From an optimization exercise on the open Yosys and OpenROAD flow, aimed at small area; shortcuts taken in it are not production practice. Function was checked by simulation only, so behaviour that the tests miss may differ from the original. No activity file was given, so power comes from the tool's default toggle rates.

==> flow/design.v (outline; a module is shown in full before it is edited, if it fits) <==
// module Rca: 14 lines
// module Csel: 12 lines
// module WordRing: 38 lines
// module CicDownSampler2: 76 lines
// module FIR_Kaiser_13Taps_LP_0d500: 68 lines
// module FIR_Kaiser_17Taps_LP_0d500: 70 lines
// module FIR_Kaiser_25Taps_LP_0d125: 121 lines
// module OrthDDS: 44 lines
// module ADPLL: 125 lines
// module MixMul: 276 lines
// module QuarterSin0: 336 lines
// module QuarterSin1: 336 lines
module ADPLL #(
    parameter PW=32, DW=12, AW=10
)(
    input wire clk, rst,     
    input wire signed [DW-1:0] in,
    input wire signed [PW-1:0] base_freq,
    output logic signed [DW-1:0] sin, cos,
    output logic signed [PW-1:0] freq
);
  // ...
==> flow/flow/run.sh <==
#!/bin/bash
# The standard layout, with the port buffers made of the platform's smallest
# buffer (sky130_fd_sc_hd__buf_1) instead of the cell buffer_ports picks by
# default. Every input and output port still gets its buffer.
set -o pipefail
cp standard.sh standard.sh.txt
export BUFFER_PORTS_ARGS="-buffer_cell sky130_fd_sc_hd__buf_1"
bash standard.sh > standard.log 2>&1
==> flow/standard.sh <==
#!/bin/bash
# synth_recipe.tcl (not shown) runs the flow's synth.tcl, then flattens the netlist and writes it again
# the make line also repeats each setting of config.mk as NAME=value (left out here)
make -C /OpenROAD-flow-scripts/flow DESIGN_CONFIG=/design/flow/config.mk WORK_HOME=/design/flow/orfs CLKGATE_MAP_FILE= SYNTH_SCRIPT=/design/flow/synth_recipe.tcl "${@:-finish}"
==> flow/config.mk <==
export PLATFORM = sky130hd
export DESIGN_NAME = ADPLL
export DESIGN_NICKNAME = ADPLL
export VERILOG_FILES = /design/flow/design.v
export SDC_FILE = /design/flow/constraint.sdc
export NUM_CORES = 4
export LEC_CHECK = 0
export ABC_AREA = 1
export CAP_MARGIN = 20
export CORE_MARGIN = 2
export CORE_UTILIZATION = 65
export CTS_BUF_LIST = sky130_fd_sc_hd__clkbuf_16
export CTS_CLUSTER_DIAMETER = 60
export CTS_CLUSTER_SIZE = 30
export GPL_TIMING_DRIVEN = 0
export PLACE_DENSITY = 0.75
export SLEW_MARGIN = 20
export SYNTH_MEMORY_MAX_BITS = 16384
==> flow/constraint.sdc <==
create_clock -name core_clock -period 10.0 [get_ports {clk}]
set_input_delay 2.0000 -clock core_clock [delete_from_list [all_inputs] [get_ports {clk}]]
set_output_delay 2.0000 -clock core_clock [all_outputs]
set_load 0.01 [all_outputs]
==> results.sh, run 1 <==
export IMPL_status="complete, no violations"
export IMPL_async_flop_share=0
export IMPL_swShare=0.420
export IMPL_synth_simple_gate_area_frac=0.150
export IMPL_synthTopCellsByCount="946 x dfxtp_1, 709 x inv_1, 625 x nand2_1, 607 x nor2_1, 317 x o21ai_0"
export IMPL_fp_dieW_um=257
export IMPL_fin_skew_ns=0.0485
export IMPL_reg_largest_list="fir3.r x207, fir2.ring.r x96, fir1.ring.r x72"
export IMPL_final_area_um2=44700
export IMPL_initial_core_util=0.658
export IMPL_routedWlPerCell_um=19.5
export IMPL_nFlopsAndLatches=949
export IMPL_r2r_end="cicDs.h1[18]$_SDFF_PP0_"
export IMPL_pg_comb_mw=7.17
export IMPL_tritoncts_num_buffers=48
export IMPL_synth_compound_area_frac=0.121
export IMPL_reg2reg_depth=22
export IMPL_irDropWorstVdd_mv=0.516
export IMPL_ctsResizeCount=1
export IMPL_worstHoldStart="fir1.ring.r[3][9]$_DFF_P_"
export IMPL_antenna_found_initial=4
export IMPL_path_clk_slew_ns=0.11
export IMPL_row_count=92
export IMPL_synth_flop_cell="dfxtp_1"
export IMPL_cts_setup_buffers=2
export IMPL_tightestPinTransition_ns=1.04
export IMPL_syn_area_um2=41500
export IMPL_fin_nets=5310
export IMPL_p_seq_mw=4.52
export IMPL_timing_final_crit_share=0.953
export IMPL_pwr_share_clk=0.167
export IMPL_fmax_mhz=105
export IMPL_worst_ep_arrival_time_ns=10.05
==> run 2: changes to the inputs <==
--- a/flow/config.mk
+++ b/flow/config.mk
@@ -14,3 +14,2 @@
 export CTS_CLUSTER_SIZE = 30
-export GPL_TIMING_DRIVEN = 0
 export PLACE_DENSITY = 0.75
==> run 2 against run 1 <==
  * Worst hold slack got worse by 0.0042 ns
  * Still clean on timing, DRC and antenna
  * Count of clock-buffer cells in the layout is 2 higher
  * Largest power group unchanged
  * Clock power about the same
  * Clock skew fell by 0.019 ns
  * Sequential share of layout area up 0.45 points
  * Wire length down 12%
  * Via count shrank 4.3%
==> results.sh, run 2 <==
export IMPL_synthTopCellsByCount="946 x dfxtp_1, 709 x inv_1, 625 x nand2_1, 607 x nor2_1, 317 x o21ai_0"
export IMPL_fp_dieH_um=257
export IMPL_combPwrFrac=0.503
export IMPL_min_period_ns=9.38
export IMPL_initial_core_util=0.658
export IMPL_status="complete, no violations"
export IMPL_dp_cells=5508
export IMPL_synth_edf_count=3
export IMPL_pwr_share_clk=0.172
export IMPL_p_seq_frac=0.326
export IMPL_swShare=0.407
export IMPL_timing_final_crit_share=0.938
export IMPL_regToRegSetupSlack_ns=0.62
export IMPL_crit_top_cell="fa_1"
export IMPL_ctsLongestPathBuffers=3
export IMPL_start_kind="register"
export IMPL_grt_start_max_net_pins=72
export IMPL_hold_class="register to register"
export IMPL_cpPeakStageDelay_ns=0.48
export IMPL_synth_area_per_cell_um2=8.86
export IMPL_synth_flop_cell="dfxtp_1"
export IMPL_netlist_area_leader_share=0.456
export IMPL_tightestPinTransition_ns=1.12
export IMPL_synthesis_nets=5155
export IMPL_rsz0062_at_grt="false"
export IMPL_ant_nets=0
export IMPL_max_cap_viol_count=0
export IMPL_grt_first_pass_wirelength_um=158000
export IMPL_crit_required_ns=10.52
export IMPL_synthTopCellsByArea="dfxtp_1 46%, fa_1 12%, inv_1 6.4%"
export IMPL_die_area_um2=65900
export IMPL_fmax_mhz=107
export IMPL_p_int_mw=8.20
export IMPL_worstHoldStart="fir2.ring.r[6][7]$_DFF_P_"
export IMPL_r2r_start="freq[0]$_DFF_P_"
export IMPL_fp_dieW_um=257
export IMPL_grt_pass1_vias=30300
export IMPL_irDropWorstVdd_mv=0.624
export IMPL_route_detailed_drc=0
export IMPL_h_tree_depth=2
export IMPL_async_flop_share=0
export IMPL_syn_inst=4683
export IMPL_cts_sinks=949
export IMPL_setup_tns_final_ns=0
export IMPL_drive_gt1_frac=0.0485
export IMPL_core_um2=63100
export IMPL_fin_skew_ns=0.0293
export IMPL_hold_buffers=0
export IMPL_fin_nets=5185
export IMPL_vias_per_cell=5.54
export IMPL_synth_top_cell_by_area="dfxtp_1"
export IMPL_seq_area_frac_synth=0.459
export IMPL_maxSlewViolCount=0
export IMPL_ctsResizeCount=0
export IMPL_drtIter0Drc=2872
export IMPL_cts_root_buf="clkbuf_16"
export IMPL_final_cells=5589
export IMPL_port_buffers=101
export IMPL_yosys_cell_count_top_type="dfxtp_1"
export IMPL_tritoncts_num_buffers=49
export IMPL_drtPass1Iterations=7
export IMPL_path_clk_slew_ns=0.10
export IMPL_syn2layout_area_growth_pct=6.61
export IMPL_syn_area_um2=41500
export IMPL_wirelength_um=97500
export IMPL_slowest_stage="fa_1"
export IMPL_top_register="fir3.r"
export IMPL_vias=30900
export IMPL_synth_cell_types=73
export IMPL_ff_latch_area_um2=19000
export IMPL_antenna_found_initial=1
export IMPL_worst_ep_arrival_time_ns=9.91
export IMPL_routedWlPerCell_um=17.4
export IMPL_io_pin_count=102
export IMPL_startpoint="freq[0]$_DFF_P_"
export IMPL_largest_register_ffs=207
export IMPL_grtUsageTotal=0.298
export IMPL_cts_setup_buffers=0
export IMPL_final_common_cell="dfxtp_1"
export IMPL_yosys_register_bits=949
export IMPL_p_sw_mw=5.62
export IMPL_reg_largest_list="fir3.r x207, fir2.ring.r x96, fir1.ring.r x72"
export IMPL_mostFrequentLayoutCells="946 x dfxtp_1, 710 x inv_1, 624 x nand2_1"
export IMPL_row_count=92
export IMPL_power_leakage_nw=19.8
export IMPL_slew_headroom=0.236
export IMPL_hold_viol_final=0
export IMPL_multi_input_area_um2=19000
export IMPL_end_kind="register"
export IMPL_setup_viol=0
export IMPL_nFillCells=4967
export IMPL_place_hpwl_um=70400
export IMPL_yosys_warnings=13
export IMPL_antenna_cells=0
export IMPL_path_class="register to register"
export IMPL_pwr_density_cell_nw_per_um2=312
export IMPL_clock_latency_ns=0.64
export IMPL_grt_overflow=0
export IMPL_gp_congestion=1.00
export IMPL_path_max_fanout=3
export IMPL_cts_tree="yes"
-- run 2: cell counts after synthesis --
Identical to the previous run, type by type.
-- run 2: final cells by class --
class / instances / share of cell area
well taps: 846 / 0.0239
multi-input cells: 2843 / 0.430
clock inverters: 31 / 0.0107
repair buffers: 134 / 0.0143
clock buffers: 50 / 0.0283
inverters: 736 / 0.0628
flip-flops and latches: 949 / 0.430
-- run 2: worst max-delay path, delay by kind of cell, from the launching register on --
kind	cells	cell delay, ns
fa+ha+maj	17	6.84
flops	1	0.32
simple gates	21	1.46
buf+inv	3	0.22
compound gates	4	0.44
-- run 2: power by group through the flow --
stage	combinational, mW	clock (mW)	sequential, mW
2_1_floorplan	5.36	0	4.53
3_3_place_gp	6.71	0	4.58
3_5_place_dp	6.96	0	4.59
4_1_cts	7.02	2.42	4.51
5_1_grt	8.18	2.55	4.55
6_report	6.95	2.37	4.50
-- run 2: metrics by stage --
| step | instance area (µm²) | total power, mW | worst slack (ns) | hold WS, ns | utilization |
|---|---|---|---|---|---|
| floorplan | 41500 | 9.89 | 0.930 | 0.310 | - |
| global placement | 42500 | 11.3 | 0.800 | 0.310 | 0.674 |
| detailed placement | 42500 | 11.6 | 0.582 | 0.312 | 0.674 |
| CTS | 44200 | 13.9 | 0.563 | 0.319 | 0.701 |
| global route | 44200 | 15.3 | 0.0271 | 0.322 | 0.701 |
| finish | 44200 | 13.8 | 0.616 | 0.319 | 0.701 |
-- run 2: kinds of logic after synthesis --
| kind of cell | share of synthesized area |
|---|---|
| XOR/XNOR | 0.0122 |
| buffers and inverters | 0.0833 |
| flip-flops | 0.459 |
| AND/OR/NAND/NOR | 0.150 |
| AO/OA/AOI/OAI | 0.121 |
| adder cells (fa/ha/maj) | 0.174 |
| multiplexers | 0.000513 |
-- run 2: worst paths after layout --
check | endpoint | cells after the start
worst min register to register | fir2.ring.r[5][7]$_DFF_P_ | 0
worst min-delay path | fir2.ring.r[5][7]$_DFF_P_ | 0
worst max register to register | theDds.phaseAcc[31]$_SDFF_PP0_ | 45
worst max-delay path | theDds.phaseAcc[31]$_SDFF_PP0_ | 45
-- run 2: metal layers --
layer	wire length, µm	global-route usage	vias to the layer above
met5	0	0	-
met1	40500	0.393	14500
met2	46300	0.497	1205
met3	6790	0.0458	287
li1	-	-	14900
met4	3930	0.115	0
==> run 3: changes to the inputs <==
--- a/flow/config.mk
+++ b/flow/config.mk
@@ -10,3 +10,3 @@
 export CORE_MARGIN = 2
-export CORE_UTILIZATION = 65
+export CORE_UTILIZATION = 75
 export CTS_BUF_LIST = sky130_fd_sc_hd__clkbuf_16
@@ -14,3 +14,3 @@
 export CTS_CLUSTER_SIZE = 30
-export PLACE_DENSITY = 0.75
+export PLACE_DENSITY = 0.85
 export SLEW_MARGIN = 20
==> run 3 against run 2 <==
  * Still clean
  * Sequential share of layout area up 0.36 points
  * Wire length up 17%
  * Via count up 6.8%
  * Critical path depth shrank 13
  * Count of clock-buffer cells in the layout shrank 4
  * Non-clock buffer count down 3
  * Critical endpoint is now cicDs.l3[18]$_SDFF_PP0_
==> results.sh, run 3 <==
export IMPL_status="complete, no violations"
export IMPL_cts_root_buf="clkbuf_16"
export IMPL_fin_ws_ns=0.335
export IMPL_timing_final_crit_share=0.967
export IMPL_fin_nets=5179
export IMPL_post_route_util=0.800
export IMPL_fp_dieH_um=239
export IMPL_synthesis_nets=5155
export IMPL_cts_tree="yes"
export IMPL_crit_buf_inv=8
export IMPL_crit_required_ns=10.57
export IMPL_placed_area_um2=42300
export IMPL_ff_latch_area_um2=19000
export IMPL_dp_cells=5363
export IMPL_pwr_density_cell_nw_per_um2=326
export IMPL_whs_endpoint="fir3.r[16][1]$_DFF_P_"
export IMPL_min_period_ns=9.67
export IMPL_start_kind="register"
export IMPL_gp_congestion=0.994
export IMPL_end_kind="register"
export IMPL_synth_edf_count=3
export IMPL_top_register="fir3.r"
export IMPL_synthTopCellsByCount="946 x dfxtp_1, 709 x inv_1, 625 x nand2_1, 607 x nor2_1, 317 x o21ai_0"
export IMPL_fp_dieW_um=239
export IMPL_wirelength_um=114000
export IMPL_synth_flop_cell="dfxtp_1"
export IMPL_yosys_cell_count_top_type="dfxtp_1"
export IMPL_core_um2=54900
export IMPL_grt_start_max_net_pins=89
export IMPL_path_class="register to register"
export IMPL_drtPass1Iterations=11
export IMPL_whs_ns=0.318
export IMPL_synth_top_cell_by_area="dfxtp_1"
export IMPL_synthTopCellsByArea="dfxtp_1 46%, fa_1 12%, inv_1 6.4%"
export IMPL_worstHoldStart="fir3.r[17][1]$_DFF_P_"
export IMPL_initial_core_util=0.756
export IMPL_route_detailed_drc=0
export IMPL_final_area_um2=43900
export IMPL_reg_largest_list="fir3.r x207, fir2.ring.r x96, fir1.ring.r x72"
export IMPL_cp_top_family="adder cells"
export IMPL_grtUsageTotal=0.403
export IMPL_vias=33000
export IMPL_seq_area_frac_synth=0.459
export IMPL_grt_pass1_vias=33100
export IMPL_antenna_cells=0
export IMPL_cts_sinks=949
export IMPL_hold_buffers=0
export IMPL_drtIter0Drc=4007
export IMPL_path_clk_slew_ns=0.12
export IMPL_hold_class="register to register"
export IMPL_fmax_mhz=103
export IMPL_cpPeakStageDelay_ns=0.46
export IMPL_grt_first_pass_wirelength_um=179000
export IMPL_netlist_area_leader_share=0.456
export IMPL_slowest_stage="fa_1"
export IMPL_final_cells=5434
export IMPL_async_flop_share=0
export IMPL_setup_viol=0
export IMPL_die_area_um2=57200
export IMPL_reg2reg_depth=32
export IMPL_routedWlPerCell_um=21.0
export IMPL_yosys_register_bits=949
export IMPL_grt_overflow=0
export IMPL_regToRegSetupSlack_ns=0.33
export IMPL_place_hpwl_um=77100
export IMPL_nFillCells=3342
export IMPL_clock_latency_ns=0.64
export IMPL_vias_per_cell=6.08
export IMPL_ctsLongestPathBuffers=3
export IMPL_setup_tns_final_ns=0
export IMPL_antenna_found_initial=2
export IMPL_fin_skew_ns=0.0554
export IMPL_ant_nets=0
export IMPL_multi_input_area_um2=19000
export IMPL_synth_area_per_cell_um2=8.86
export IMPL_syn_area_um2=41500
export IMPL_yosys_warnings=13
export IMPL_drive_gt1_frac=0.0467
export IMPL_dp_slack_ns=0.539
export IMPL_row_count=86
export IMPL_r2r_start="hi[0]$_SDFFE_PP0P_"
export IMPL_mostFrequentLayoutCells="944 x dfxtp_1, 708 x inv_1, 624 x nand2_1"
export IMPL_final_common_cell="dfxtp_1"
export IMPL_power_leakage_nw=19.7
export IMPL_path_max_fanout=5
export IMPL_maxSlewViolCount=0
export IMPL_tightestPinTransition_ns=0.957
export IMPL_h_tree_depth=2
export IMPL_syn_inst=4683
export IMPL_largest_register_ffs=207
export IMPL_min_path_cells=0
export IMPL_tritoncts_num_buffers=46
export IMPL_hold_viol_final=0
export IMPL_port_buffers=101
export IMPL_irDropWorstVdd_mv=0.709
export IMPL_max_cap_viol_count=0
export IMPL_io_pin_count=102
export IMPL_power_mw=14.3
export IMPL_worst_ep_arrival_time_ns=10.23
export IMPL_syn2layout_area_growth_pct=5.74
export IMPL_r2r_end="cicDs.l3[18]$_SDFF_PP0_"
export IMPL_synth_cell_types=73
export IMPL_slew_headroom=0.361
export IMPL_crit_top_cell="fa_1"
[run 3: cell count changes in the layout (fill, tap and decap cells not counted), sizes merged]
cell,before,now
clkinvlp,1,0
clkbuf,51,47
buf,133,130
bufinv,2,1
inv,741,737
[run 3: per-layer routing]
metal	track usage	wire length [µm]	up-vias
met5	0	27	-
met4	0.254	8550	4
met3	0.0833	10700	657
met2	0.666	53300	2111
met1	0.485	41500	15400
li1	-	-	14900
[run 3: cells by family after synthesis]
group	Yosys count	share of synthesized area
AND/OR/NAND/NOR	1496	0.150
flip-flops	949	0.459
buffers and inverters	891	0.0833
AO/OA/AOI/OAI	861	0.121
adder cells (fa/ha/maj)	426	0.174
XOR/XNOR	58	0.0122
multiplexers	2	0.000513
[run 3: layout make-up]
cell class                      instances  area share
Sequential cell                       949       0.434
Inverter                              736      0.0633
Tap cell                              704      0.0201
Clock inverter                         25     0.00904
Clock buffer                           46      0.0262
Timing Repair Buffer                  131      0.0139
Multi-Input combinational cell       2843       0.434
[run 3: worst register-to-register path: cells and delay by family, from the launching register on]
kind                       cells  cell delay [ns]
adders and majority gates     19             7.52
DFF                            1             0.38
buffers and inverters          8             0.79
and+or+nand+nor                5             0.91
[run 3: power breakdown]
| group | total [mW] | internal (mW) | switching (mW) |
|---|---|---|---|
| Combinational | 7.50 | 3.00 | 4.50 |
| Clock | 2.27 | 0.941 | 1.33 |
| Sequential | 4.53 | 4.25 | 0.278 |
| Total | 14.3 | 8.19 | 6.11 |
[run 3: worst max-delay path by stage]
stage                       start                              to  slack (ns)  depth (start not counted)
6_report       hi[0]$_SDFFE_PP0P_         cicDs.l3[18]$_SDFF_PP0_        0.33                         32
5_1_grt        hi[0]$_SDFFE_PP0P_         cicDs.l3[18]$_SDFF_PP0_       -0.04                         32
4_1_cts          lo[2]$_SDFF_PP0_         cicDs.l3[18]$_SDFF_PP0_        0.32                         30
3_5_place_dp   hi[0]$_SDFFE_PP0P_         cicDs.l3[18]$_SDFF_PP0_        0.54                         32
3_3_place_gp      freq[0]$_DFF_P_  theDds.phaseAcc[31]$_SDFF_PP0_        0.82                         45
2_1_floorplan  hi[0]$_SDFFE_PP0P_         cicDs.l3[18]$_SDFF_PP0_        0.93                         33
[run 3: what timing repair did]
| item | in CTS | in global routing |
|---|---|---|
| endpoints found under the setup margin | 0 | 3 |
| setup buffers | 0 | 0 |
| resized for setup | 0 | 3 |
==> module WordRing, before the edit <==
module WordRing #(parameter W = 12, L = 6, PB = 3, NP = 1, QB = 1)(
    input wire clk, clr, arm, shiftp,
    input wire [W-1:0] sum,        
    output wire [W-1:0] base,
    output wire [W-1:0] head,
    output logic [PB-1:0] phase,
    output logic [QB-1:0] pass,
    output wire run
);
    logic [W-1:0] r [L];
    logic pending, started;
    assign head = r[0];
    assign run = started | (pending & (phase == '0));
    wire last = (phase == PB'(L - 1));
    wire lastpass = (pass == QB'(NP - 1));
    assign base = (shiftp && pass == '0) ? (last ? '0 : r[1]) : r[0];
    wire [W-1:0] tail = clr ? '0 : run ? sum : r[0];
    always_ff@(posedge clk) begin
        for(int j = 0; j < L - 1; j++) r[j] <= r[j+1];
        r[L-1] <= tail;
        phase <= (clr | last) ? '0 : phase + 1'b1;
    end
    always_ff@(posedge clk) begin
        if(clr) begin
            pending <= 1'b0;
            started <= 1'b0;
            pass <= '0;
        end
        else begin
            if(arm) pending <= 1'b1;
            else if(run & last & lastpass) pending <= 1'b0;
            if(run) begin
                started <= ~(last & lastpass);
                if(last) pass <= lastpass ? '0 : pass + 1'b1;
            end
        end
    end
endmodule
==> module FIR_Kaiser_13Taps_LP_0d500, before the edit <==
module FIR_Kaiser_13Taps_LP_0d500
(
    input wire Clock,
    input wire Clr,
    input wire Arm,
    input wire Odd,
    input wire [11:0] Sum,         
    output wire [11:0] Base,       
    output wire Run,
    output logic En,
    output logic [3:0] Sh,
    output logic Ng,
    output logic [10:0] Out        
);
    wire [11:0] head;
    wire [2:0] phase;
    wire [2:0] pass;
    logic en, ng;
    logic [3:0] sh;
    always_comb begin
        en = 1'b0; sh = 4'd0; ng = 1'b0;
        if(Odd) begin
            case({pass, phase})
                {3'd0, 3'd2}: begin en = 1'b1; sh = 4'd1; ng = 1'b0; end
                default: ;
            endcase
        end
        else begin
            case({pass, phase})
                {3'd0, 3'd0}: begin en = 1'b1; sh = 4'd8; ng = 1'b0; end
                {3'd1, 3'd0}: begin en = 1'b1; sh = 4'd11; ng = 1'b1; end
                {3'd0, 3'd1}: begin en = 1'b1; sh = 4'd4; ng = 1'b1; end
                {3'd1, 3'd1}: begin en = 1'b1; sh = 4'd6; ng = 1'b0; end
                {3'd2, 3'd1}: begin en = 1'b1; sh = 4'd9; ng = 1'b0; end
                {3'd3, 3'd1}: begin en = 1'b1; sh = 4'd11; ng = 1'b0; end
                {3'd0, 3'd2}: begin en = 1'b1; sh = 4'd2; ng = 1'b0; end
                {3'd1, 3'd2}: begin en = 1'b1; sh = 4'd5; ng = 1'b0; end
                {3'd2, 3'd2}: begin en = 1'b1; sh = 4'd7; ng = 1'b0; end
                {3'd3, 3'd2}: begin en = 1'b1; sh = 4'd9; ng = 1'b0; end
                {3'd4, 3'd2}: begin en = 1'b1; sh = 4'd11; ng = 1'b1; end
                {3'd0, 3'd3}: begin en = 1'b1; sh = 4'd2; ng = 1'b0; end
                {3'd1, 3'd3}: begin en = 1'b1; sh = 4'd5; ng = 1'b0; end
                {3'd2, 3'd3}: begin en = 1'b1; sh = 4'd7; ng = 1'b0; end
                {3'd3, 3'd3}: begin en = 1'b1; sh = 4'd9; ng = 1'b0; end
                {3'd4, 3'd3}: begin en = 1'b1; sh = 4'd11; ng = 1'b1; end
                {3'd0, 3'd4}: begin en = 1'b1; sh = 4'd4; ng = 1'b1; end
                {3'd1, 3'd4}: begin en = 1'b1; sh = 4'd6; ng = 1'b0; end
                {3'd2, 3'd4}: begin en = 1'b1; sh = 4'd9; ng = 1'b0; end
                {3'd3, 3'd4}: begin en = 1'b1; sh = 4'd11; ng = 1'b0; end
                {3'd0, 3'd5}: begin en = 1'b1; sh = 4'd8; ng = 1'b0; end
                {3'd1, 3'd5}: begin en = 1'b1; sh = 4'd11; ng = 1'b1; end
                default: ;
            endcase
        end
    end
    assign En = Run & en;
    assign Sh = Run ? sh : 4'd0;
    assign Ng = Run & en & ng;
    WordRing #(12, 6, 3, 5, 3) ring(Clock, Clr, Arm, Odd, Sum, Base, head, phase, pass, Run);
    always_ff@(posedge Clock) begin
        if(Clr) begin
            Out <= '0;
        end
        else if(Run && Odd && pass == 3'd0 && phase == 3'd0) begin
            Out <= head[11:1];
        end
    end
endmodule
==> module FIR_Kaiser_17Taps_LP_0d500, before the edit <==
module FIR_Kaiser_17Taps_LP_0d500
(
    input wire Clock,
    input wire Clr,
    input wire Arm,
    input wire Odd,
    input wire [11:0] Sum,         
    output wire [11:0] Base,       
    output wire Run,
    output logic En,
    output logic [3:0] Sh,
    output logic Ng,
    output logic [8:0] Out         
);
    wire [11:0] head;
    wire [2:0] phase;
    wire [2:0] pass;
    logic en, ng;
    logic [3:0] sh;
    always_comb begin
        en = 1'b0; sh = 4'd0; ng = 1'b0;
        if(Odd) begin
            case({pass, phase})
                {3'd0, 3'd3}: begin en = 1'b1; sh = 4'd1; ng = 1'b0; end
                default: ;
            endcase
        end
        else begin
            case({pass, phase})
                {3'd0, 3'd0}: begin en = 1'b1; sh = 4'd9; ng = 1'b1; end
                {3'd1, 3'd0}: begin en = 1'b1; sh = 4'd11; ng = 1'b0; end
                {3'd0, 3'd1}: begin en = 1'b1; sh = 4'd6; ng = 1'b0; end
                {3'd1, 3'd1}: begin en = 1'b1; sh = 4'd11; ng = 1'b1; end
                {3'd0, 3'd2}: begin en = 1'b1; sh = 4'd4; ng = 1'b1; end
                {3'd1, 3'd2}: begin en = 1'b1; sh = 4'd8; ng = 1'b1; end
                {3'd2, 3'd2}: begin en = 1'b1; sh = 4'd11; ng = 1'b0; end
                {3'd0, 3'd3}: begin en = 1'b1; sh = 4'd2; ng = 1'b0; end
                {3'd1, 3'd3}: begin en = 1'b1; sh = 4'd4; ng = 1'b0; end
                {3'd2, 3'd3}: begin en = 1'b1; sh = 4'd7; ng = 1'b1; end
                {3'd3, 3'd3}: begin en = 1'b1; sh = 4'd9; ng = 1'b1; end
                {3'd4, 3'd3}: begin en = 1'b1; sh = 4'd11; ng = 1'b1; end
                {3'd0, 3'd4}: begin en = 1'b1; sh = 4'd2; ng = 1'b0; end
                {3'd1, 3'd4}: begin en = 1'b1; sh = 4'd4; ng = 1'b0; end
                {3'd2, 3'd4}: begin en = 1'b1; sh = 4'd7; ng = 1'b1; end
                {3'd3, 3'd4}: begin en = 1'b1; sh = 4'd9; ng = 1'b1; end
                {3'd4, 3'd4}: begin en = 1'b1; sh = 4'd11; ng = 1'b1; end
                {3'd0, 3'd5}: begin en = 1'b1; sh = 4'd4; ng = 1'b1; end
                {3'd1, 3'd5}: begin en = 1'b1; sh = 4'd8; ng = 1'b1; end
                {3'd2, 3'd5}: begin en = 1'b1; sh = 4'd11; ng = 1'b0; end
                {3'd0, 3'd6}: begin en = 1'b1; sh = 4'd6; ng = 1'b0; end
                {3'd1, 3'd6}: begin en = 1'b1; sh = 4'd11; ng = 1'b1; end
                {3'd0, 3'd7}: begin en = 1'b1; sh = 4'd9; ng = 1'b1; end
                {3'd1, 3'd7}: begin en = 1'b1; sh = 4'd11; ng = 1'b0; end
                default: ;
            endcase
        end
    end
    assign En = Run & en;
    assign Sh = Run ? sh : 4'd0;
    assign Ng = Run & en & ng;
    WordRing #(12, 8, 3, 5, 3) ring(Clock, Clr, Arm, Odd, Sum, Base, head, phase, pass, Run);
    always_ff@(posedge Clock) begin
        if(Clr) begin
            Out <= '0;
        end
        else if(Run && Odd && pass == 3'd0 && phase == 3'd0) begin
            Out <= head[11:3];
        end
    end
endmodule
==> module ADPLL, before the edit <==
module ADPLL #(
    parameter PW=32, DW=12, AW=10
)(
    input wire clk, rst,     
    input wire signed [DW-1:0] in,
    input wire signed [PW-1:0] base_freq,
    output logic signed [DW-1:0] sin, cos,
    output logic signed [PW-1:0] freq
);
    logic signed [DW-1:0] mix;
    wire [DW-1:0] mix_n;
    MixMul mul(in, sin, mix_n);
    always_ff@(posedge clk) begin
        mix <= mix_n;
    end
    logic [5:0] lo;
    logic [3:0] hi;
    logic c125, c62, init;
    wire strobe = (hi == 4'd9) && (lo == 6'd39);
    wire en_62k5 = strobe & c125 & c62;
    always_ff@(posedge clk) begin
        if(rst) begin
            lo <= '0; hi <= '0; c125 <= 1'b0; c62 <= 1'b0; init <= 1'b1;
        end
        else begin
            lo <= (lo == 6'd39) ? 6'd0 : lo + 1'b1;
            if(lo == 6'd39) hi <= (hi == 4'd9) ? 4'd0 : hi + 1'b1;
            if(strobe) begin
                c125 <= ~c125;
                if(c125) c62 <= ~c62;
                init <= 1'b0;
            end
        end
    end
    wire [10:0] cic_f, y1, y3_prev;
    wire [8:0] y2;
    logic [12:0] dl;
    wire cvs;
    CicDownSampler2 cicDs(clk, rst, init, hi, lo, mix, dl, cvs, cic_f);
    wire arm3 = !init && !c125 && !c62 && (hi == 4'd0) && (lo == 6'd1);
    wire arm2 = !init && !c125 && (hi == 4'd3) && (lo == 6'd30);
    wire arm1 = !init && (hi == 4'd5) && (lo == 6'd0);
    wire run1, run2, run3, en1, en2, en3, ng1, ng2, ng3;
    wire [3:0] sh1, sh2, sh3;
    wire [11:0] xsel = ({12{run1}} & {cic_f, 1'b0}) | ({12{run2}} & {y1, 1'b0})
                     | ({12{run3}} & {head3, 3'b000});
    wire signed [11:0] xs = xsel;
    wire [3:0] sh = sh1 | sh2 | sh3;
    wire [11:0] term = (en1 | en2 | en3) ? 12'(xs >>> sh) : 12'd0;
    wire [11:0] base1, base2;
    wire [10:0] base3;
    wire [8:0] head3;
    wire [11:0] bsel = ({12{run1}} & base1) | ({12{run2}} & base2) | ({12{run3}} & {1'b0, base3});
    wire ng = ng1 | ng2 | ng3;
    wire [11:0] rsum;
    wire rco;
    Rca #(12) radd(bsel, term ^ {12{ng}}, ng, rsum, rco);
    FIR_Kaiser_25Taps_LP_0d125 fir3(clk, init, arm3, y2, rsum[10:0], base3, head3, run3, en3, sh3, ng3, pr, y3_prev);
    FIR_Kaiser_17Taps_LP_0d500 fir2(clk, init, arm2, c62, rsum, base2, run2, en2, sh2, ng2, y2);
    FIR_Kaiser_13Taps_LP_0d500 fir1(clk, init, arm1, c125, rsum, base1, run1, en1, sh1, ng1, y1);
    logic pr;
    wire j42 = (hi == 4'd0) && (lo == 6'd0);
    wire j41 = (hi == 4'd9) && (lo == 6'd39);
    always_ff@(posedge clk) begin
        if(init) pr <= 1'b0;
        else if(c125 && c62 && hi == 4'd8 && lo == 6'd37) pr <= 1'b1;
        else if(j42) pr <= 1'b0;
    end
    wire st = pr & y3_prev[0];
    logic [2:0] mc;
    logic [1:0] nc;
    wire [3:0] msum = dl[12] + dl[10] + dl[8] + !dl[3] + st + mc;
    wire [2:0] nsum = dl[5] + dl[1] + st + nc;
    always_ff@(posedge clk) begin
        dl <= {dl[11:0], st | cvs};
        mc <= pr ? msum[3:1] : 3'd1;
        nc <= pr ? nsum[2:1] : 2'd0;
    end
    logic [39:0] xr;
    logic [31:0] psh;
    logic [31:0] p;
    logic pc, xc, nzr, s31, ovp, ovn;
    wire upd = pr && ((hi == 4'd9 && lo >= 6'd8) || j42);
    wire xh = xr[0];
    wire pb = msum[0] ^ xh ^ pc;
    wire xb = nsum[0] ^ xh ^ xc;
    wire clampw = (ovp | ovn) && ((hi == 4'd0 && lo >= 6'd8) || (hi == 4'd1 && lo == 6'd0));
    wire cbit = (lo == 6'd39) || (ovn && lo == 6'd0);
    always_ff@(posedge clk) begin
        xr <= {init ? 1'b0 : upd ? xb : clampw ? cbit : xh, xr[39:1]};
        psh <= {pb, psh[31:1]};
        if(upd) begin
            pc <= (msum[0] & xh) | (msum[0] & pc) | (xh & pc);
            xc <= (nsum[0] & xh) | (nsum[0] & xc) | (xh & xc);
        end
        else begin
            pc <= 1'b0;
            xc <= 1'b0;
        end
        if(upd && !j41 && !j42) nzr <= nzr | xb;
        else if(!pr) nzr <= 1'b0;
        if(j41) s31 <= xb;
        if(init) begin
            ovp <= 1'b0;
            ovn <= 1'b0;
        end
        else if(pr && j42) begin
            ovp <= !xb & s31 & nzr;
            ovn <= xb & !s31;
        end
        else if(hi == 4'd1 && lo == 6'd1) begin
            ovp <= 1'b0;
            ovn <= 1'b0;
        end
    end
    always_ff@(posedge clk) begin
        if(rst) p <= '0;
        else if(en_62k5) p <= {pb, psh[31:1]};
    end
    always_ff@(posedge clk) begin
        if(rst) freq <= base_freq;
        else freq <= base_freq + p;
    end
    OrthDDS theDds(clk, rst, freq, sin, cos);
endmodule
==> run 4: changes to the inputs <==
--- a/flow/design.v
+++ b/flow/design.v
@@ -28,4 +28,5 @@
 endmodule
-module WordRing #(parameter W = 12, L = 6, PB = 3, NP = 1, QB = 1)(
+module WordRing #(parameter W = 12, L = 6, PB = 3, NP = 1, QB = 1, XP = 0)(
     input wire clk, clr, arm, shiftp,
+    input wire [PB-1:0] xphase,    
     input wire [W-1:0] sum,        
@@ -33,3 +34,3 @@
     output wire [W-1:0] head,
-    output logic [PB-1:0] phase,
+    output wire [PB-1:0] phase,
     output logic [QB-1:0] pass,
@@ -44,3 +45,5 @@
     assign base = (shiftp && pass == '0) ? (last ? '0 : r[1]) : r[0];
-    wire [W-1:0] tail = clr ? '0 : run ? sum : r[0];
+    wire [W-1:0] tail = (clr | run) ? sum : r[0];
+    logic [PB-1:0] ph;
+    assign phase = XP ? xphase : ph;
     always_ff@(posedge clk) begin
@@ -48,3 +51,3 @@
         r[L-1] <= tail;
-        phase <= (clr | last) ? '0 : phase + 1'b1;
+        ph <= (clr | last) ? '0 : ph + 1'b1;
     end
@@ -200,3 +203,3 @@
     assign Ng = Run & en & ng;
-    WordRing #(12, 6, 3, 5, 3) ring(Clock, Clr, Arm, Odd, Sum, Base, head, phase, pass, Run);
+    WordRing #(12, 6, 3, 5, 3, 0) ring(Clock, Clr, Arm, Odd, 3'd0, Sum, Base, head, phase, pass, Run);
     always_ff@(posedge Clock) begin
@@ -216,2 +219,3 @@
     input wire Odd,
+    input wire [5:0] Lo,
     input wire [11:0] Sum,         
@@ -270,3 +274,3 @@
     assign Ng = Run & en & ng;
-    WordRing #(12, 8, 3, 5, 3) ring(Clock, Clr, Arm, Odd, Sum, Base, head, phase, pass, Run);
+    WordRing #(12, 8, 3, 5, 3, 1) ring(Clock, Clr, Arm, Odd, Lo[2:0], Sum, Base, head, phase, pass, Run);
     always_ff@(posedge Clock) begin
@@ -503,3 +507,3 @@
     FIR_Kaiser_25Taps_LP_0d125 fir3(clk, init, arm3, y2, rsum[10:0], base3, head3, run3, en3, sh3, ng3, pr, y3_prev);
-    FIR_Kaiser_17Taps_LP_0d500 fir2(clk, init, arm2, c62, rsum, base2, run2, en2, sh2, ng2, y2);
+    FIR_Kaiser_17Taps_LP_0d500 fir2(clk, init, arm2, c62, lo, rsum, base2, run2, en2, sh2, ng2, y2);
     FIR_Kaiser_13Taps_LP_0d500 fir1(clk, init, arm1, c125, rsum, base1, run1, en1, sh1, ng1, y1);
==> run 4 against run 3 <==
  * Clock power about the same
  * Die area shrank 1.3%
  * Sequential share of layout area up 0.15 points
  * Via count increased by 1.2%
  * Total power grew 5.1%
  * Wire length is 1.1% lower
==> results.sh, run 4 <==
export IMPL_yosys_register_bits=946
export IMPL_irDropWorstVdd_mv=0.593
export IMPL_synth_flop_cell="dfxtp_1"
export IMPL_netlist_area_leader_share=0.461
export IMPL_final_common_cell="dfxtp_1"
export IMPL_cts_tree="yes"
export IMPL_largest_register_ffs=207
export IMPL_fp_dieH_um=238
export IMPL_grt_first_pass_wirelength_um=179000
export IMPL_grt_overflow=0
export IMPL_crit_top_cell="fa_1"
export IMPL_path_class="register to register"
export IMPL_final_area_um2=43600
export IMPL_port_buffers=101
export IMPL_antenna_found_initial=2
export IMPL_fin_nets=5146
export IMPL_pwr_density_cell_nw_per_um2=345
export IMPL_slew_headroom=0.189
export IMPL_power_leakage_nw=19.4
export IMPL_busiest_layer="met2"
export IMPL_path_clk_slew_ns=0.11
export IMPL_synth_area_per_cell_um2=8.84
export IMPL_synthesis_nets=5105
export IMPL_ant_nets=0
export IMPL_cts_sinks=946
export IMPL_io_pin_count=102
export IMPL_synth_edf_count=3
export IMPL_tightestPinTransition_ns=1.19
export IMPL_drtPass1Iterations=9
export IMPL_h_tree_depth=2
export IMPL_syn2layout_area_growth_pct=6.39
export IMPL_route_detailed_drc=0
export IMPL_p_sw_mw=6.72
export IMPL_hold_viol_final=0
export IMPL_max_cap_viol_count=0
export IMPL_syn_area_um2=41000
export IMPL_pwr_share_clk=0.152
export IMPL_fmax_mhz=104
export IMPL_mostFrequentLayoutCells="942 x dfxtp_1, 702 x inv_1, 641 x nand2_1"
export IMPL_worst_ep_arrival_time_ns=10.12
export IMPL_vias=33400
export IMPL_initial_core_util=0.760
export IMPL_row_count=85
export IMPL_syn_inst=4637
export IMPL_placed_area_um2=41900
export IMPL_synthTopCellsByArea="dfxtp_1 46%, fa_1 12%, inv_1 6.4%"
export IMPL_place_hpwl_um=73200
export IMPL_dp_slack_ns=0.101
export IMPL_cp_top_family="adder cells"
export IMPL_min_period_ns=9.65
export IMPL_ctsLongestPathBuffers=3
export IMPL_core_um2=53900
export IMPL_hold_class="register to register"
export IMPL_grtUsageTotal=0.401
export IMPL_rsz0062_at_grt="false"
export IMPL_swShare=0.447
export IMPL_async_flop_share=0
export IMPL_status="complete, no violations"
export IMPL_met1_usage=0.499
export IMPL_die_area_um2=56500
export IMPL_grt_pass1_vias=33500
export IMPL_end_kind="register"
export IMPL_fin_ws_ns=0.347
export IMPL_crit_required_ns=10.47
export IMPL_drtIter0Drc=4502
export IMPL_p_seq_frac=0.300
export IMPL_gp_congestion=0.987
export IMPL_drive_gt1_frac=0.0427
export IMPL_combPwrFrac=0.548
export IMPL_vias_per_cell=6.19
export IMPL_seq_area_frac_synth=0.463
export IMPL_tritoncts_num_buffers=47
export IMPL_clock_latency_ns=0.63
export IMPL_post_route_util=0.808
export IMPL_start_kind="register"
export IMPL_whs_ns=0.323
export IMPL_cpPeakStageDelay_ns=0.46
export IMPL_top_register="fir3.r"
export IMPL_p_int_mw=8.31
export IMPL_slowest_stage="fa_1"
export IMPL_yosys_warnings=13
export IMPL_reg_largest_list="fir3.r x207, fir2.ring.r x96, fir1.ring.r x72"
export IMPL_fin_skew_ns=0.0341
export IMPL_use_met2=0.647
export IMPL_grt_use_met3=0.0876
export IMPL_crit_buf_inv=6
export IMPL_synthTopCellsByCount="943 x dfxtp_1, 702 x inv_1, 642 x nand2_1, 614 x nor2_1, 337 x o21ai_0"
export IMPL_timing_final_crit_share=0.965
export IMPL_setup_tns_final_ns=0
export IMPL_fp_dieW_um=238
export IMPL_maxSlewViolCount=0
export IMPL_path_max_fanout=22
export IMPL_synth_cell_types=70
export IMPL_grt_start_max_net_pins=104
export IMPL_cts_root_buf="clkbuf_16"
export IMPL_wirelength_um=113000
export IMPL_synth_top_cell_by_area="dfxtp_1"
export IMPL_setup_viol=0
export IMPL_yosys_cell_count_top_type="dfxtp_1"
export IMPL_routedWlPerCell_um=20.9
## run 4: changes by cell type after synthesis, moves of 10 or more
cell      change
buf_2        -15
nand3_2      -10
clkbuf_1     +15
a21oi_1      -29
nand2_1      +17
o21ai_1      -10
o21ai_0      +20
nor3_1       +15
nand2_2      -22
## run 4: power groups by stage
stage	combinational (mW)	sequential [mW]	clock, mW
floorplan	5.34	4.52	0
global placement	6.79	4.56	0
detailed placement	7.50	4.57	0
CTS	8.07	4.50	2.29
global route	9.04	4.54	2.41
finish	8.23	4.51	2.29
## run 4: per-stage QoR
step	power, mW	std cells
final	15.0	5403
after floorplan	9.86	4637
after global routing	16.0	5400
after global placement	11.3	5322
after CTS	14.9	5397
after detailed placement	12.1	5322
## run 4: repair_timing
action / 4_1_cts / 5_1_grt
pin swaps: 0 / 2
gates resized for setup: 2 / 13
hold buffers: 0 / 0
setup endpoints to repair: 2 / 4
setup buffers: 0 / 1
## run 4: worst paths after layout
path	start	endpoint	slack (ns)	cells after the start
setup / recovery	lo[3]$_SDFF_PP0_	cicDs.h3[18]$_SDFF_PP0_	0.35	31
hold / removal	fir1.ring.r[3][1]$_DFF_P_	fir1.ring.r[2][1]$_DFF_P_	0.32	0
setup reg to reg	lo[3]$_SDFF_PP0_	cicDs.h3[18]$_SDFF_PP0_	0.35	31
hold reg to reg	fir1.ring.r[3][1]$_DFF_P_	fir1.ring.r[2][1]$_DFF_P_	0.32	0
## run 4: logic make-up after synthesis
kind of cell,after synthesis,share of synthesized area
adders and majority gates,422,0.175
xor gates and xnor gates,61,0.0130
DFF,946,0.463
buffers and inverters,878,0.0816
AOI/OAI and AO/OA,839,0.120
and+or+nand+nor,1489,0.147
muxes,2,0.000519
## run 4: routing by layer
layer | routed length, µm | up-vias | share of wire
met3 | 11700 | 751 | 0.10
met5 | 0 | - | 0
met4 | 8090 | 0 | 0.072
met1 | 41100 | 15600 | 0.36
met2 | 52000 | 2341 | 0.46
li1 | - | 14800 | -
## run 4: layout make-up
cell class / count / area, µm²
inverter: 729 / 2740
antenna: 3 / 7.51
tap: 696 / 871
fill: 3156 / 10300
multi-input combinational: 2813 / 18700
timing repair buffer: 141 / 691
clock buffer: 47 / 1180
clock inverter: 28 / 422
sequential: 946 / 19000
==> run 5: changes to the inputs <==
--- a/flow/config.mk
+++ b/flow/config.mk
@@ -10,3 +10,3 @@
 export CORE_MARGIN = 2
-export CORE_UTILIZATION = 75
+export CORE_UTILIZATION = 65
 export CTS_BUF_LIST = sky130_fd_sc_hd__clkbuf_16
@@ -14,3 +14,3 @@
 export CTS_CLUSTER_SIZE = 30
-export PLACE_DENSITY = 0.85
+export PLACE_DENSITY = 0.75
 export SLEW_MARGIN = 20
==> run 5 against run 4 <==
  * Sequential power barely moved
  * Clock skew rose by 0.019 ns
  * Flip-flop and latch count did not move
  * Largest power group unchanged
  * Combinational power fell by 11%
  * Largest cell class unchanged
==> results.sh, run 5 <==
export IMPL_synth_top_cell_by_area="dfxtp_1"
export IMPL_timing_final_crit_share=0.937
export IMPL_slowest_stage="fa_1"
export IMPL_drtIter0Drc=2883
export IMPL_final_common_cell="dfxtp_1"
export IMPL_port_buffers=101
export IMPL_drtPass1Iterations=8
export IMPL_synth_area_per_cell_um2=8.84
export IMPL_yosys_cell_count_top_type="dfxtp_1"
export IMPL_vias=30600
export IMPL_final_area_um2=43700
export IMPL_grt_first_pass_wirelength_um=152000
export IMPL_crit_top_cell="fa_1"
export IMPL_combPwrFrac=0.522
export IMPL_grt_start_max_net_pins=74
export IMPL_grtUsageTotal=0.293
export IMPL_hold_class="register to register"
export IMPL_synth_cell_types=70
export IMPL_slew_headroom=0.349
export IMPL_die_area_um2=65100
export IMPL_cpPeakStageDelay_ns=0.45
export IMPL_whs_ns=0.306
export IMPL_tightestPinTransition_ns=0.952
export IMPL_syn_area_um2=41000
export IMPL_netlist_area_leader_share=0.461
export IMPL_swShare=0.420
export IMPL_route_detailed_drc=0
export IMPL_seq_area_frac_synth=0.463
export IMPL_multi_input_area_um2=18700
export IMPL_syn_inst=4637
export IMPL_regToRegSetupSlack_ns=0.63
export IMPL_fin_nets=5147
export IMPL_r2r_end="cicDs.h3[18]$_SDFF_PP0_"
export IMPL_worst_ep_arrival_time_ns=9.87
export IMPL_top_register="fir3.r"
export IMPL_drive_gt1_frac=0.0406
export IMPL_worstHoldStart="psh[30]$_DFF_P_"
export IMPL_yosys_warnings=13
export IMPL_placed_area_um2=42100
export IMPL_fp_dieW_um=255
export IMPL_vias_per_cell=5.52
export IMPL_synth_flop_cell="dfxtp_1"
export IMPL_clock_latency_ns=0.64
export IMPL_power_leakage_nw=19.4
export IMPL_p_int_mw=8.13
export IMPL_reg_largest_list="fir3.r x207, fir2.ring.r x96, fir1.ring.r x72"
export IMPL_io_pin_count=102
export IMPL_routedWlPerCell_um=17.0
export IMPL_path_class="register to register"
export IMPL_path_max_fanout=6
export IMPL_tritoncts_num_buffers=48
export IMPL_row_count=92
export IMPL_ctsResizeCount=0
export IMPL_path_clk_slew_ns=0.11
export IMPL_synthTopCellsByCount="943 x dfxtp_1, 702 x inv_1, 642 x nand2_1, 614 x nor2_1, 337 x o21ai_0"
export IMPL_nFillCells=4880
export IMPL_cts_root_buf="clkbuf_16"
export IMPL_r2r_start="lo[3]$_SDFF_PP0_"
export IMPL_reg2reg_depth=33
export IMPL_synthTopCellsByArea="dfxtp_1 46%, fa_1 12%, inv_1 6.4%"
export IMPL_p_seq_frac=0.320
export IMPL_cts_sinks=946
export IMPL_mostFrequentLayoutCells="942 x dfxtp_1, 701 x inv_1, 641 x nand2_1"
export IMPL_async_flop_share=0
export IMPL_largest_register_ffs=207
export IMPL_end_kind="register"
export IMPL_grt_overflow=0
export IMPL_max_cap_viol_count=0
export IMPL_wirelength_um=94400
export IMPL_whs_endpoint="psh[29]$_DFF_P_"
export IMPL_synthesis_nets=5105
export IMPL_fp_dieH_um=255
export IMPL_place_hpwl_um=67400
export IMPL_cp_top_family="adder cells"
export IMPL_path_depth=33
export IMPL_fin_skew_ns=0.0531
export IMPL_dp_cells=5475
export IMPL_status="complete, no violations"
export IMPL_maxSlewViolCount=0
export IMPL_synth_edf_count=3
export IMPL_cts_setup_buffers=0
export IMPL_gp_congestion=0.970
export IMPL_ff_latch_area_um2=19000
export IMPL_crit_required_ns=10.50
export IMPL_yosys_register_bits=946
export IMPL_fmax_mhz=107
export IMPL_hold_buffers=0
export IMPL_pwr_share_clk=0.158
export IMPL_syn2layout_area_growth_pct=6.70
export IMPL_hold_viol_final=0
export IMPL_ant_nets=0
export IMPL_start_kind="register"
export IMPL_cts_tree="yes"
export IMPL_setup_viol=0
export IMPL_pwr_density_cell_nw_per_um2=321
export IMPL_grt_pass1_vias=29500
export IMPL_crit_buf_inv=7
export IMPL_core_um2=62700
export IMPL_p_sw_mw=5.88
export IMPL_h_tree_depth=2
export IMPL_min_period_ns=9.37
export IMPL_final_cells=5550
export IMPL_antenna_found_initial=1
export IMPL_min_path_cells=0
export IMPL_ctsLongestPathBuffers=3
export IMPL_initial_core_util=0.653
export IMPL_irDropWorstVdd_mv=0.507
==> run 5: cell counts after synthesis <==
No cell type changed its count.
==> run 5: area by class of cell <==
class / count / share of cell area
timing repair buffer: 141 / 0.0157
tap: 846 / 0.0242
sequential: 946 / 0.434
inverter: 729 / 0.0626
antenna: 1 / 0.0000572
clock inverter: 26 / 0.00824
multi-input combinational: 2813 / 0.428
clock buffer: 48 / 0.0275
==> run 5: power by group through the flow <==
stage / clock network, mW / registers [mW] / logic, mW
finish: 2.22 / 4.49 / 7.31
global route: 2.40 / 4.53 / 8.54
CTS: 2.27 / 4.49 / 7.38
detailed placement: 0 / 4.57 / 7.11
global placement: 0 / 4.57 / 6.90
floorplan: 0 / 4.52 / 5.34
==> run 5: cells by family after synthesis <==
logic type,synth area share
AOI/OAI and AO/OA,0.120
buffers and inverters,0.0816
muxes,0.000519
xor gates and xnor gates,0.0130
DFF,0.463
and+or+nand+nor,0.147
adders and majority gates,0.175
==> run 5: metal layers <==
layer	track usage	routed length, µm	vias up	share of wire
li1	-	-	14800	-
met3	0.0408	6400	248	0.068
met4	0.102	3240	0	0.034
met1	0.406	41500	14500	0.44
met2	0.473	43300	1146	0.46
met5	0	0	-	0
==> run 5: metrics by stage <==
stage	total power, mW	TNS [ns]	utilization	worst slack (ns)
floorplan	9.86	0	-	0.843
global placement	11.5	0	0.671	0.431
detailed placement	11.7	0	0.671	0.297
CTS	14.1	0	0.696	0.135
finish	14.0	0	0.697	0.630
global route	15.5	-0.0118	0.697	-0.0118
==> run 5: worst max-delay path by stage <==
stage | from | end | slack [ns]
final | lo[3]$_SDFF_PP0_ | cicDs.h3[18]$_SDFF_PP0_ | 0.63
after global routing | freq[0]$_DFF_P_ | theDds.phaseAcc[31]$_SDFF_PP0_ | -0.01
after CTS | freq[0]$_DFF_P_ | theDds.phaseAcc[31]$_SDFF_PP0_ | 0.14
after detailed placement | freq[0]$_DFF_P_ | theDds.phaseAcc[31]$_SDFF_PP0_ | 0.30
after global placement | freq[0]$_DFF_P_ | theDds.phaseAcc[31]$_SDFF_PP0_ | 0.43
after floorplan | hi[0]$_SDFFE_PP0P_ | cicDs.l3[18]$_SDFF_PP0_ | 0.84

==> separate check: timing with driven ports <==
How much do the figures lean on ideal ports? The routed layouts below were timed once more, with nothing changed but the port constraints.
Step 1 assumes that a clkbuf_16 drives the clock port and a buf_2 every other input.
Step 2 also shifts input and output timing later by t, the mid clock arrival at the registers, as if the neighbouring blocks saw the same clock.
Slacks: no drivers / after step 1 / after step 2; pairs: no drivers / after step 1.
run	t (ns)	slack for setup (ns)	worst setup path after step 2	slew at the worst register clock pin (ns)	pins driven straight from the clock port
run 1	0.699	0.469 / 0.469 / 0.469	register to register	0.11 / 0.11	1
run 2	0.697	0.616 / 0.616 / 0.616	register to register	0.11 / 0.11	1
run 3	0.683	0.335 / 0.335 / 0.335	register to register	0.12 / 0.12	1
run 4	0.677	0.347 / 0.347 / 0.347	register to register	0.12 / 0.12	1
run 5	0.673	0.630 / 0.630 / 0.630	register to register	0.11 / 0.11	1
After both steps every run listed still meets setup and hold.
